What follows belongs to an exercise in optimizing a design on an open flow for small area; a production flow would make more cautious choices.
Where RTL was checked, it was by simulation tests only, not by an equivalence proof against the original.
The flow treats the clock pin as an ideal source, which a real chip does not have.

==> try-delta: inputs <==
==> flow/design.v (excerpt) <==
module cordic_dds (clk, phase_i, sin_o, cos_o, err_o);
   input         clk;
   input  [15:0] phase_i;
   output [16:0] sin_o, cos_o, err_o;
   reg [1:0] q [0:14];
   always @(posedge clk) q[0] <= phase_i[15:14];
   genvar g;
   generate for (g = 1; g < 15; g = g + 1) begin : qp
      always @(posedge clk) q[g] <= q[g-1];
   end endgenerate
   reg [13:0] z0;
   always @(posedge clk) z0 <= phase_i[13:0];
   reg [13:0] u1; reg sd1;
   reg [12:0] u2; reg sd2;
   reg [11:0] u3; reg sd3;
   reg [10:0] u4; reg sd4;
   reg [9:0] u5; reg sd5;
   reg [8:0] u6; reg sd6;
   reg [7:0] u7; reg sd7;
   reg [6:0] u8; reg sd8;
   reg [5:0] u9; reg sd9;
   reg [4:0] u10; reg sd10;
   reg [3:0] u11; reg sd11;
   reg [2:0] u12; reg sd12;
   reg [2:0] u13; reg sd13;
   reg [1:0] u14; reg sd14;
   wire [14:0] v0 = {1'b0, z0} - 15'd8189;
   always @(posedge clk) begin u1 <= v0[13:0] ^ {14{v0[14]}}; sd1 <= v0[14] ^ q[0][0]; end
   wire [14:0] v1 = {1'd0, u1} - 15'd4834;
   always @(posedge clk) begin u2 <= v1[12:0] ^ {13{v1[14]}}; sd2 <= sd1 ^ v1[14]; end
   wire [13:0] v2 = {1'd0, u2} - 14'd2554;
  ...
==> flow/config.mk <==
export PLATFORM = sky130hd
export DESIGN_NAME = cordic_dds
export DESIGN_NICKNAME = cordic_dds
export VERILOG_FILES = /design/flow/design.v
export SDC_FILE = /design/flow/constraint.sdc
export NUM_CORES = 4
export LEC_CHECK = 0
export ABC_AREA = 1
export ABC_CLOCK_PERIOD_IN_PS = 5000
export CAP_MARGIN = 5
export CORE_MARGIN = 2
export CORE_UTILIZATION = 40
export SLEW_MARGIN = 5
==> flow/constraint.sdc <==
create_clock -name core_clock -period 5.0 [get_ports {clk}]
set_input_delay 1.0000 -clock core_clock [delete_from_list [all_inputs] [get_ports {clk}]]
set_output_delay 1.0000 -clock core_clock [all_outputs]
set_load 0.01 [all_outputs]
standard.sh (not shown) runs the stock make flow with config.mk's settings and CLKGATE_MAP_FILE= SYNTH_SCRIPT=/design/flow/synth_recipe.tcl, a recipe that flattens the netlist after the stock synthesis.
==> flow/flow/run.sh <==
#!/bin/bash
# Own layout flow: the standard flow (standard synthesis unchanged), with
#  - the port buffers made from sky130_fd_sc_hd__buf_1 cells,
#  - clock tree options passed to clock_tree_synthesis,
#  - power recovery (cell down-sizing on paths with slack) after global routing.
# Each make run writes its full output to a log of its own in the work folder;
# ORFS's per-step logs are under orfs/logs/.
set -euo pipefail
cd "$(dirname "$0")/.."
source flow/knobs.sh
bash standard.sh finish \
  "BUFFER_PORTS_ARGS=$PORT_BUF_ARGS" \
  "CTS_ARGS=$CTS_ARGS" \
  "RECOVER_POWER=$RECOVER" > flow_standard.log 2>&1
==> flow/flow/knobs.sh <==
PORT_BUF_ARGS="-buffer_cell sky130_fd_sc_hd__buf_1"
CTS_ARGS="-sink_clustering_enable -repair_clock_nets -dont_use_dummy_load -buf_list sky130_fd_sc_hd__clkbuf_16 -sink_clustering_size 25 -sink_clustering_max_diameter 120"
RECOVER=0
==> inputs of try-harbor, as changes to try-delta <==
Settings changed: CAP_MARGIN 5 to 20, SLEW_MARGIN 5 to 20.
==> inputs of try-sierra, as changes to try-delta <==
--- a/flow/design.v
+++ b/flow/design.v
@@ -1,14 +1,14 @@
 module cordic_dds (clk, phase_i, sin_o, cos_o, err_o);
    input         clk;
    input  [15:0] phase_i;
    output [16:0] sin_o, cos_o, err_o;
-   reg [1:0] q [0:14];
+   reg [1:0] q [0:15];
    always @(posedge clk) q[0] <= phase_i[15:14];
    genvar g;
-   generate for (g = 1; g < 15; g = g + 1) begin : qp
+   generate for (g = 1; g < 16; g = g + 1) begin : qp
       always @(posedge clk) q[g] <= q[g-1];
    end endgenerate
    reg [13:0] z0;
    always @(posedge clk) z0 <= phase_i[13:0];
    reg [13:0] u1; reg sd1;
    reg [12:0] u2; reg sd2;
@@ -62,67 +62,80 @@
    reg d1_6; always @(posedge clk) d1_6 <= d1_5;
    reg d1_7; always @(posedge clk) d1_7 <= d1_6;
    reg d1_8; always @(posedge clk) d1_8 <= d1_7;
    reg d1_9; always @(posedge clk) d1_9 <= d1_8;
    reg d1_10; always @(posedge clk) d1_10 <= d1_9;
    reg d1_11; always @(posedge clk) d1_11 <= d1_10;
+   reg d1_12; always @(posedge clk) d1_12 <= d1_11;
    reg d2_3; always @(posedge clk) d2_3 <= sd2;
    reg d2_4; always @(posedge clk) d2_4 <= d2_3;
    reg d2_5; always @(posedge clk) d2_5 <= d2_4;
    reg d2_6; always @(posedge clk) d2_6 <= d2_5;
    reg d2_7; always @(posedge clk) d2_7 <= d2_6;
    reg d2_8; always @(posedge clk) d2_8 <= d2_7;
    reg d2_9; always @(posedge clk) d2_9 <= d2_8;
    reg d2_10; always @(posedge clk) d2_10 <= d2_9;
    reg d2_11; always @(posedge clk) d2_11 <= d2_10;
+   reg d2_12; always @(posedge clk) d2_12 <= d2_11;
    reg d3_4; always @(posedge clk) d3_4 <= sd3;
    reg d3_5; always @(posedge clk) d3_5 <= d3_4;
    reg d3_6; always @(posedge clk) d3_6 <= d3_5;
    reg d3_7; always @(posedge clk) d3_7 <= d3_6;
    reg d3_8; always @(posedge clk) d3_8 <= d3_7;
    reg d3_9; always @(posedge clk) d3_9 <= d3_8;
    reg d3_10; always @(posedge clk) d3_10 <= d3_9;
    reg d3_11; always @(posedge clk) d3_11 <= d3_10;
+   reg d3_12; always @(posedge clk) d3_12 <= d3_11;
    reg d4_5; always @(posedge clk) d4_5 <= sd4;
    reg d4_6; always @(posedge clk) d4_6 <= d4_5;
    reg d4_7; always @(posedge clk) d4_7 <= d4_6;
    reg d4_8; always @(posedge clk) d4_8 <= d4_7;
    reg d4_9; always @(posedge clk) d4_9 <= d4_8;
    reg d4_10; always @(posedge clk) d4_10 <= d4_9;
    reg d4_11; always @(posedge clk) d4_11 <= d4_10;
+   reg d4_12; always @(posedge clk) d4_12 <= d4_11;
    reg d5_6; always @(posedge clk) d5_6 <= sd5;
    reg d5_7; always @(posedge clk) d5_7 <= d5_6;
    reg d5_8; always @(posedge clk) d5_8 <= d5_7;
    reg d5_9; always @(posedge clk) d5_9 <= d5_8;
    reg d5_10; always @(posedge clk) d5_10 <= d5_9;
    reg d5_11; always @(posedge clk) d5_11 <= d5_10;
+   reg d5_12; always @(posedge clk) d5_12 <= d5_11;
    reg d6_7; always @(posedge clk) d6_7 <= sd6;
    reg d6_8; always @(posedge clk) d6_8 <= d6_7;
    reg d6_9; always @(posedge clk) d6_9 <= d6_8;
    reg d6_10; always @(posedge clk) d6_10 <= d6_9;
    reg d6_11; always @(posedge clk) d6_11 <= d6_10;
+   reg d6_12; always @(posedge clk) d6_12 <= d6_11;
    reg d7_8; always @(posedge clk) d7_8 <= sd7;
    reg d7_9; always @(posedge clk) d7_9 <= d7_8;
    reg d7_10; always @(posedge clk) d7_10 <= d7_9;
    reg d7_11; always @(posedge clk) d7_11 <= d7_10;
+   reg d7_12; always @(posedge clk) d7_12 <= d7_11;
    reg d8_9; always @(posedge clk) d8_9 <= sd8;
    reg d8_10; always @(posedge clk) d8_10 <= d8_9;
    reg d8_11; always @(posedge clk) d8_11 <= d8_10;
    reg d8_12; always @(posedge clk) d8_12 <= d8_11;
+   reg d8_13; always @(posedge clk) d8_13 <= d8_12;
    reg d9_10; always @(posedge clk) d9_10 <= sd9;
    reg d9_11; always @(posedge clk) d9_11 <= d9_10;
    reg d9_12; always @(posedge clk) d9_12 <= d9_11;
+   reg d9_13; always @(posedge clk) d9_13 <= d9_12;
    reg d10_11; always @(posedge clk) d10_11 <= sd10;
    reg d10_12; always @(posedge clk) d10_12 <= d10_11;
    reg d10_13; always @(posedge clk) d10_13 <= d10_12;
+   reg d10_14; always @(posedge clk) d10_14 <= d10_13;
    reg d11_12; always @(posedge clk) d11_12 <= sd11;
    reg d11_13; always @(posedge clk) d11_13 <= d11_12;
+   reg d11_14; always @(posedge clk) d11_14 <= d11_13;
    reg d12_13; always @(posedge clk) d12_13 <= sd12;
    reg d12_14; always @(posedge clk) d12_14 <= d12_13;
+   reg d12_15; always @(posedge clk) d12_15 <= d12_14;
    reg d13_14; always @(posedge clk) d13_14 <= sd13;
-   wire [6:0] tsel = {d7_11, d6_11, d5_11, d4_11, d3_11, d2_11, d1_11};
+   reg d13_15; always @(posedge clk) d13_15 <= d13_14;
+   wire [6:0] tsel = {d7_12, d6_12, d5_12, d4_12, d3_12, d2_12, d1_12};
    wire hf = tsel[0];
    wire [5:0] hsel = tsel[6:1] ^ {6{hf}};
    wire [15:0] hx, hy;
    wire [63:0] hx_t0 = 64'b0110000111101101101011100010110001100001111011011010111000101100;
    assign hx[0] = hx_t0[hsel];
    wire [63:0] hx_t1 = 64'b1000100010010010110110000110101011010111001010010100100000010000;
@@ -186,19 +199,19 @@
    wire [63:0] hy_t14 = 64'b1111111111101111111111111111111111111111111111111111111111111111;
    assign hy[14] = hy_t14[hsel];
    wire [63:0] hy_t15 = 64'b0000000000010000000000000000000000000000000000000000000000000000;
    assign hy[15] = hy_t15[hsel];
    wire [15:0] tx = hf ? hy : hx;
    wire [15:0] ty = hf ? hx : hy;
-   reg [15:0] xr12, yr12;
-   always @(posedge clk) begin xr12 <= tx; yr12 <= ty; end
-   wire cN = q[14][1] ^ q[14][0];
-   wire sN = q[14][1];
-   wire [16:0] X8 = {1'b0, xr12};
-   wire [16:0] Y8 = {1'b0, yr12};
-   wire dg8 = d8_12;
+   reg [15:0] xr13, yr13;
+   always @(posedge clk) begin xr13 <= tx; yr13 <= ty; end
+   wire cN = q[15][1] ^ q[15][0];
+   wire sN = q[15][1];
+   wire [16:0] X8 = {1'b0, xr13};
+   wire [16:0] Y8 = {1'b0, yr13};
+   wire dg8 = d8_13;
    wire [8:0] g8_wy0 = Y8[16:8], g8_wx0 = X8[16:8];
    wire [10:0] g8_xl1_c = {{2'b00, X8[7:0]}, 1'b1} + {{{1{g8_wy0[8]}}, g8_wy0} ^ {10{~dg8}}, ~dg8};
    wire [9:0] g8_xl1 = g8_xl1_c[10:1];
    wire [10:0] g8_yl1_c = {{2'b00, Y8[7:0]}, 1'b1} + {{{1{g8_wx0[8]}}, g8_wx0} ^ {10{dg8}}, dg8};
    wire [9:0] g8_yl1 = g8_yl1_c[10:1];
    wire [8:0] g8_xh1_h = X8[16:8];
@@ -227,13 +240,13 @@
    assign g8_yh1_p1[5] = g8_yh1_p1[4] & g8_yh1_h[4]; assign g8_yh1_p0[5] = g8_yh1_p0[4] & ~g8_yh1_h[4];
    assign g8_yh1_p1[6] = g8_yh1_p1[5] & g8_yh1_h[5]; assign g8_yh1_p0[6] = g8_yh1_p0[5] & ~g8_yh1_h[5];
    assign g8_yh1_p1[7] = g8_yh1_p1[6] & g8_yh1_h[6]; assign g8_yh1_p0[7] = g8_yh1_p0[6] & ~g8_yh1_h[6];
    assign g8_yh1_p1[8] = g8_yh1_p1[7] & g8_yh1_h[7]; assign g8_yh1_p0[8] = g8_yh1_p0[7] & ~g8_yh1_h[7];
    wire [8:0] g8_yh1 = g8_yh1_h ^ (({9{g8_yh1_i}} & g8_yh1_p1) | ({9{g8_yh1_d}} & g8_yh1_p0));
    wire [16:0] g8_x1 = {g8_xh1, g8_xl1[7:0]}, g8_y1 = {g8_yh1, g8_yl1[7:0]};
-   wire dg9 = d9_12;
+   wire dg9 = d9_13;
    wire [7:0] g8_wy1 = g8_y1[16:9], g8_wx1 = g8_x1[16:9];
    wire [10:0] g8_xl2_c = {g8_xl1, 1'b1} + {{{2{g8_wy1[7]}}, g8_wy1} ^ {10{~dg9}}, ~dg9};
    wire [9:0] g8_xl2 = g8_xl2_c[10:1];
    wire [10:0] g8_yl2_c = {g8_yl1, 1'b1} + {{{2{g8_wx1[7]}}, g8_wx1} ^ {10{dg9}}, dg9};
    wire [9:0] g8_yl2 = g8_yl2_c[10:1];
    wire [8:0] g8_xh2_h = X8[16:8];
@@ -262,17 +275,17 @@
    assign g8_yh2_p1[5] = g8_yh2_p1[4] & g8_yh2_h[4]; assign g8_yh2_p0[5] = g8_yh2_p0[4] & ~g8_yh2_h[4];
    assign g8_yh2_p1[6] = g8_yh2_p1[5] & g8_yh2_h[5]; assign g8_yh2_p0[6] = g8_yh2_p0[5] & ~g8_yh2_h[5];
    assign g8_yh2_p1[7] = g8_yh2_p1[6] & g8_yh2_h[6]; assign g8_yh2_p0[7] = g8_yh2_p0[6] & ~g8_yh2_h[6];
    assign g8_yh2_p1[8] = g8_yh2_p1[7] & g8_yh2_h[7]; assign g8_yh2_p0[8] = g8_yh2_p0[7] & ~g8_yh2_h[7];
    wire [8:0] g8_yh2 = g8_yh2_h ^ (({9{g8_yh2_i}} & g8_yh2_p1) | ({9{g8_yh2_d}} & g8_yh2_p0));
    wire [16:0] g8_x2 = {g8_xh2, g8_xl2[7:0]}, g8_y2 = {g8_yh2, g8_yl2[7:0]};
-   reg [15:0] xr13, yr13;
-   always @(posedge clk) begin xr13 <= g8_x2[15:0]; yr13 <= g8_y2[15:0]; end
-   wire [16:0] X10 = {1'b0, xr13};
-   wire [16:0] Y10 = {1'b0, yr13};
-   wire dg10 = d10_13;
+   reg [15:0] xr14, yr14;
+   always @(posedge clk) begin xr14 <= g8_x2[15:0]; yr14 <= g8_y2[15:0]; end
+   wire [16:0] X10 = {1'b0, xr14};
+   wire [16:0] Y10 = {1'b0, yr14};
+   wire dg10 = d10_14;
    wire [6:0] g10_wy0 = Y10[16:10], g10_wx0 = X10[16:10];
    wire [8:0] g10_xl1_c = {{2'b00, X10[5:0]}, 1'b1} + {{{1{g10_wy0[6]}}, g10_wy0} ^ {8{~dg10}}, ~dg10};
    wire [7:0] g10_xl1 = g10_xl1_c[8:1];
    wire [8:0] g10_yl1_c = {{2'b00, Y10[5:0]}, 1'b1} + {{{1{g10_wx0[6]}}, g10_wx0} ^ {8{dg10}}, dg10};
    wire [7:0] g10_yl1 = g10_yl1_c[8:1];
    wire [10:0] g10_xh1_h = X10[16:6];
@@ -305,13 +318,13 @@
    assign g10_yh1_p1[7] = g10_yh1_p1[6] & g10_yh1_h[6]; assign g10_yh1_p0[7] = g10_yh1_p0[6] & ~g10_yh1_h[6];
    assign g10_yh1_p1[8] = g10_yh1_p1[7] & g10_yh1_h[7]; assign g10_yh1_p0[8] = g10_yh1_p0[7] & ~g10_yh1_h[7];
    assign g10_yh1_p1[9] = g10_yh1_p1[8] & g10_yh1_h[8]; assign g10_yh1_p0[9] = g10_yh1_p0[8] & ~g10_yh1_h[8];
    assign g10_yh1_p1[10] = g10_yh1_p1[9] & g10_yh1_h[9]; assign g10_yh1_p0[10] = g10_yh1_p0[9] & ~g10_yh1_h[9];
    wire [10:0] g10_yh1 = g10_yh1_h ^ (({11{g10_yh1_i}} & g10_yh1_p1) | ({11{g10_yh1_d}} & g10_yh1_p0));
    wire [16:0] g10_x1 = {g10_xh1, g10_xl1[5:0]}, g10_y1 = {g10_yh1, g10_yl1[5:0]};
-   wire dg11 = d11_13;
+   wire dg11 = d11_14;
    wire [5:0] g10_wy1 = g10_y1[16:11], g10_wx1 = g10_x1[16:11];
    wire [8:0] g10_xl2_c = {g10_xl1, 1'b1} + {{{2{g10_wy1[5]}}, g10_wy1} ^ {8{~dg11}}, ~dg11};
    wire [7:0] g10_xl2 = g10_xl2_c[8:1];
    wire [8:0] g10_yl2_c = {g10_yl1, 1'b1} + {{{2{g10_wx1[5]}}, g10_wx1} ^ {8{dg11}}, dg11};
    wire [7:0] g10_yl2 = g10_yl2_c[8:1];
    wire [10:0] g10_xh2_h = X10[16:6];
@@ -344,17 +357,17 @@
    assign g10_yh2_p1[7] = g10_yh2_p1[6] & g10_yh2_h[6]; assign g10_yh2_p0[7] = g10_yh2_p0[6] & ~g10_yh2_h[6];
    assign g10_yh2_p1[8] = g10_yh2_p1[7] & g10_yh2_h[7]; assign g10_yh2_p0[8] = g10_yh2_p0[7] & ~g10_yh2_h[7];
    assign g10_yh2_p1[9] = g10_yh2_p1[8] & g10_yh2_h[8]; assign g10_yh2_p0[9] = g10_yh2_p0[8] & ~g10_yh2_h[8];
    assign g10_yh2_p1[10] = g10_yh2_p1[9] & g10_yh2_h[9]; assign g10_yh2_p0[10] = g10_yh2_p0[9] & ~g10_yh2_h[9];
    wire [10:0] g10_yh2 = g10_yh2_h ^ (({11{g10_yh2_i}} & g10_yh2_p1) | ({11{g10_yh2_d}} & g10_yh2_p0));
    wire [16:0] g10_x2 = {g10_xh2, g10_xl2[5:0]}, g10_y2 = {g10_yh2, g10_yl2[5:0]};
-   reg [15:0] xr14, yr14;
-   always @(posedge clk) begin xr14 <= g10_x2[15:0]; yr14 <= g10_y2[15:0]; end
-   wire [16:0] X12 = {(xr14[15] & xr14[14]), xr14};
-   wire [16:0] Y12 = {(yr14[15] & yr14[14]), yr14};
-   wire dg12 = d12_14;
+   reg [15:0] xr15, yr15;
+   always @(posedge clk) begin xr15 <= g10_x2[15:0]; yr15 <= g10_y2[15:0]; end
+   wire [16:0] X12 = {(xr15[15] & xr15[14]), xr15};
+   wire [16:0] Y12 = {(yr15[15] & yr15[14]), yr15};
+   wire dg12 = d12_15;
    wire [4:0] g12_wy0 = Y12[16:12], g12_wx0 = X12[16:12];
    wire [6:0] g12_xl1_c = {{2'b00, X12[3:0]}, 1'b1} + {{{1{g12_wy0[4]}}, g12_wy0} ^ {6{~dg12}}, ~dg12};
    wire [5:0] g12_xl1 = g12_xl1_c[6:1];
    wire [6:0] g12_yl1_c = {{2'b00, Y12[3:0]}, 1'b1} + {{{1{g12_wx0[4]}}, g12_wx0} ^ {6{dg12}}, dg12};
    wire [5:0] g12_yl1 = g12_yl1_c[6:1];
    wire [12:0] g12_xh1_h = X12[16:4];
@@ -391,13 +404,13 @@
    assign g12_yh1_p1[9] = g12_yh1_p1[8] & g12_yh1_h[8]; assign g12_yh1_p0[9] = g12_yh1_p0[8] & ~g12_yh1_h[8];
    assign g12_yh1_p1[10] = g12_yh1_p1[9] & g12_yh1_h[9]; assign g12_yh1_p0[10] = g12_yh1_p0[9] & ~g12_yh1_h[9];
    assign g12_yh1_p1[11] = g12_yh1_p1[10] & g12_yh1_h[10]; assign g12_yh1_p0[11] = g12_yh1_p0[10] & ~g12_yh1_h[10];
    assign g12_yh1_p1[12] = g12_yh1_p1[11] & g12_yh1_h[11]; assign g12_yh1_p0[12] = g12_yh1_p0[11] & ~g12_yh1_h[11];
    wire [12:0] g12_yh1 = g12_yh1_h ^ (({13{g12_yh1_i}} & g12_yh1_p1) | ({13{g12_yh1_d}} & g12_yh1_p0));
    wire [16:0] g12_x1 = {g12_xh1, g12_xl1[3:0]}, g12_y1 = {g12_yh1, g12_yl1[3:0]};
-   wire dg13 = d13_14;
+   wire dg13 = d13_15;
    wire [3:0] g12_wy1 = g12_y1[16:13], g12_wx1 = g12_x1[16:13];
    wire [5:0] g12_xm = g12_xl1 - {5'd0, cN};
    wire [5:0] g12_ym = g12_yl1 - {5'd0, sN};
    wire [6:0] g12_xl2_c = {g12_xm, 1'b1} + {{{2{g12_wy1[3]}}, g12_wy1} ^ {6{~dg13}}, ~dg13};
    wire [5:0] g12_xl2 = g12_xl2_c[6:1];
    wire [6:0] g12_yl2_c = {g12_ym, 1'b1} + {{{2{g12_wx1[3]}}, g12_wx1} ^ {6{dg13}}, dg13};
@@ -436,14 +449,9 @@
    assign g12_yh2_p1[9] = g12_yh2_p1[8] & g12_yh2_h[8]; assign g12_yh2_p0[9] = g12_yh2_p0[8] & ~g12_yh2_h[8];
    assign g12_yh2_p1[10] = g12_yh2_p1[9] & g12_yh2_h[9]; assign g12_yh2_p0[10] = g12_yh2_p0[9] & ~g12_yh2_h[9];
    assign g12_yh2_p1[11] = g12_yh2_p1[10] & g12_yh2_h[10]; assign g12_yh2_p0[11] = g12_yh2_p0[10] & ~g12_yh2_h[10];
    assign g12_yh2_p1[12] = g12_yh2_p1[11] & g12_yh2_h[11]; assign g12_yh2_p0[12] = g12_yh2_p0[11] & ~g12_yh2_h[11];
    wire [12:0] g12_yh2 = g12_yh2_h ^ (({13{g12_yh2_i}} & g12_yh2_p1) | ({13{g12_yh2_d}} & g12_yh2_p0));
    wire [16:0] g12_x2 = {g12_xh2, g12_xl2[3:0]}, g12_y2 = {g12_yh2, g12_yl2[3:0]};
-   reg [16:0] cos_r, sin_r;
-   always @(posedge clk) begin
-      cos_r <= {17{cN}} ^ g12_x2;
-      sin_r <= {17{sN}} ^ g12_y2;
-   end
-   assign cos_o = cos_r;
-   assign sin_o = sin_r;
+   assign cos_o = {17{cN}} ^ g12_x2;
+   assign sin_o = {17{sN}} ^ g12_y2;
 endmodule
Settings changed: CAP_MARGIN 5 to 20, SLEW_MARGIN 5 to 20.
==> notes.md <==
| metric | try-sierra | try-harbor | try-delta |
|---|---|---|---|
| Run status | finished with violations | no timing/DRC/antenna violations | no timing/DRC/antenna violations |
| Reasons for failing layout checks | negative setup slack | - | - |
| Sequential fraction of the synthesis area | 33.2% | 34.5% | 34.5% |
| Sequential share of cell area | 29.7% | 32.2% | 32.2% |
| Sequential cell area | 6810 um^2 | 7190 um^2 | 7190 um^2 |
| Synthesis-stage register bit count | 340 | 359 | 359 |
| Count of buffers not belonging to the clock network in the layout | 175 | 109 | 109 |
| Gpl congestion | 0.963 | 0.951 | 0.951 |
| Critical Path Sink Type | primary output | register | register |
| Multi-input gates | 2,010 | 2,018 | 2,018 |
| Critical setup path kind | reg2out | reg2reg | reg2reg |
| Critical path's largest stage delay | 0.36 ns | 0.37 ns | 0.37 ns |
| Endpoint of the worst hold path | d3_12 | d8_11 | d8_11 |
| Worst relative slew slack | 31.0% | 34.0% | 34.0% |
| Via count of the first global-routing pass | 17,100 | 16,900 | 16,900 |
For try-sierra, only the layout was checked, not whether the RTL still works.

-- re-timing with driven ports --
How much do the figures lean on ideal ports? The routed layouts below were timed once more, with nothing changed but the port constraints.
Step 1, drivers: a clkbuf_16 drives clk and a buf_2 each remaining input, both assumed.
Step 2 times the ports against the registers' clock, not the clock port: input delays grow and output delays shrink by t, the midpoint of the rising clock arrivals with the driver on.
Three values: no drivers, after step 1, after step 2; two values: the first two.
| run | t, ns | setup WS [ns] | worst setup path after step 2 | slew at the worst register clock pin (ns) | pins driven straight from the clock port |
|---|---|---|---|---|---|
| try-delta | 0.563 | 0.407 / 0.407 / 0.407 | register to register | 0.11 / 0.11 | 1 |
| try-harbor | 0.563 | 0.407 / 0.407 / 0.407 | register to register | 0.11 / 0.11 | 1 |
| try-sierra | 0.548 | -0.326 / -0.379 / 0.170 | register to output | 0.11 / 0.11 | 1 |
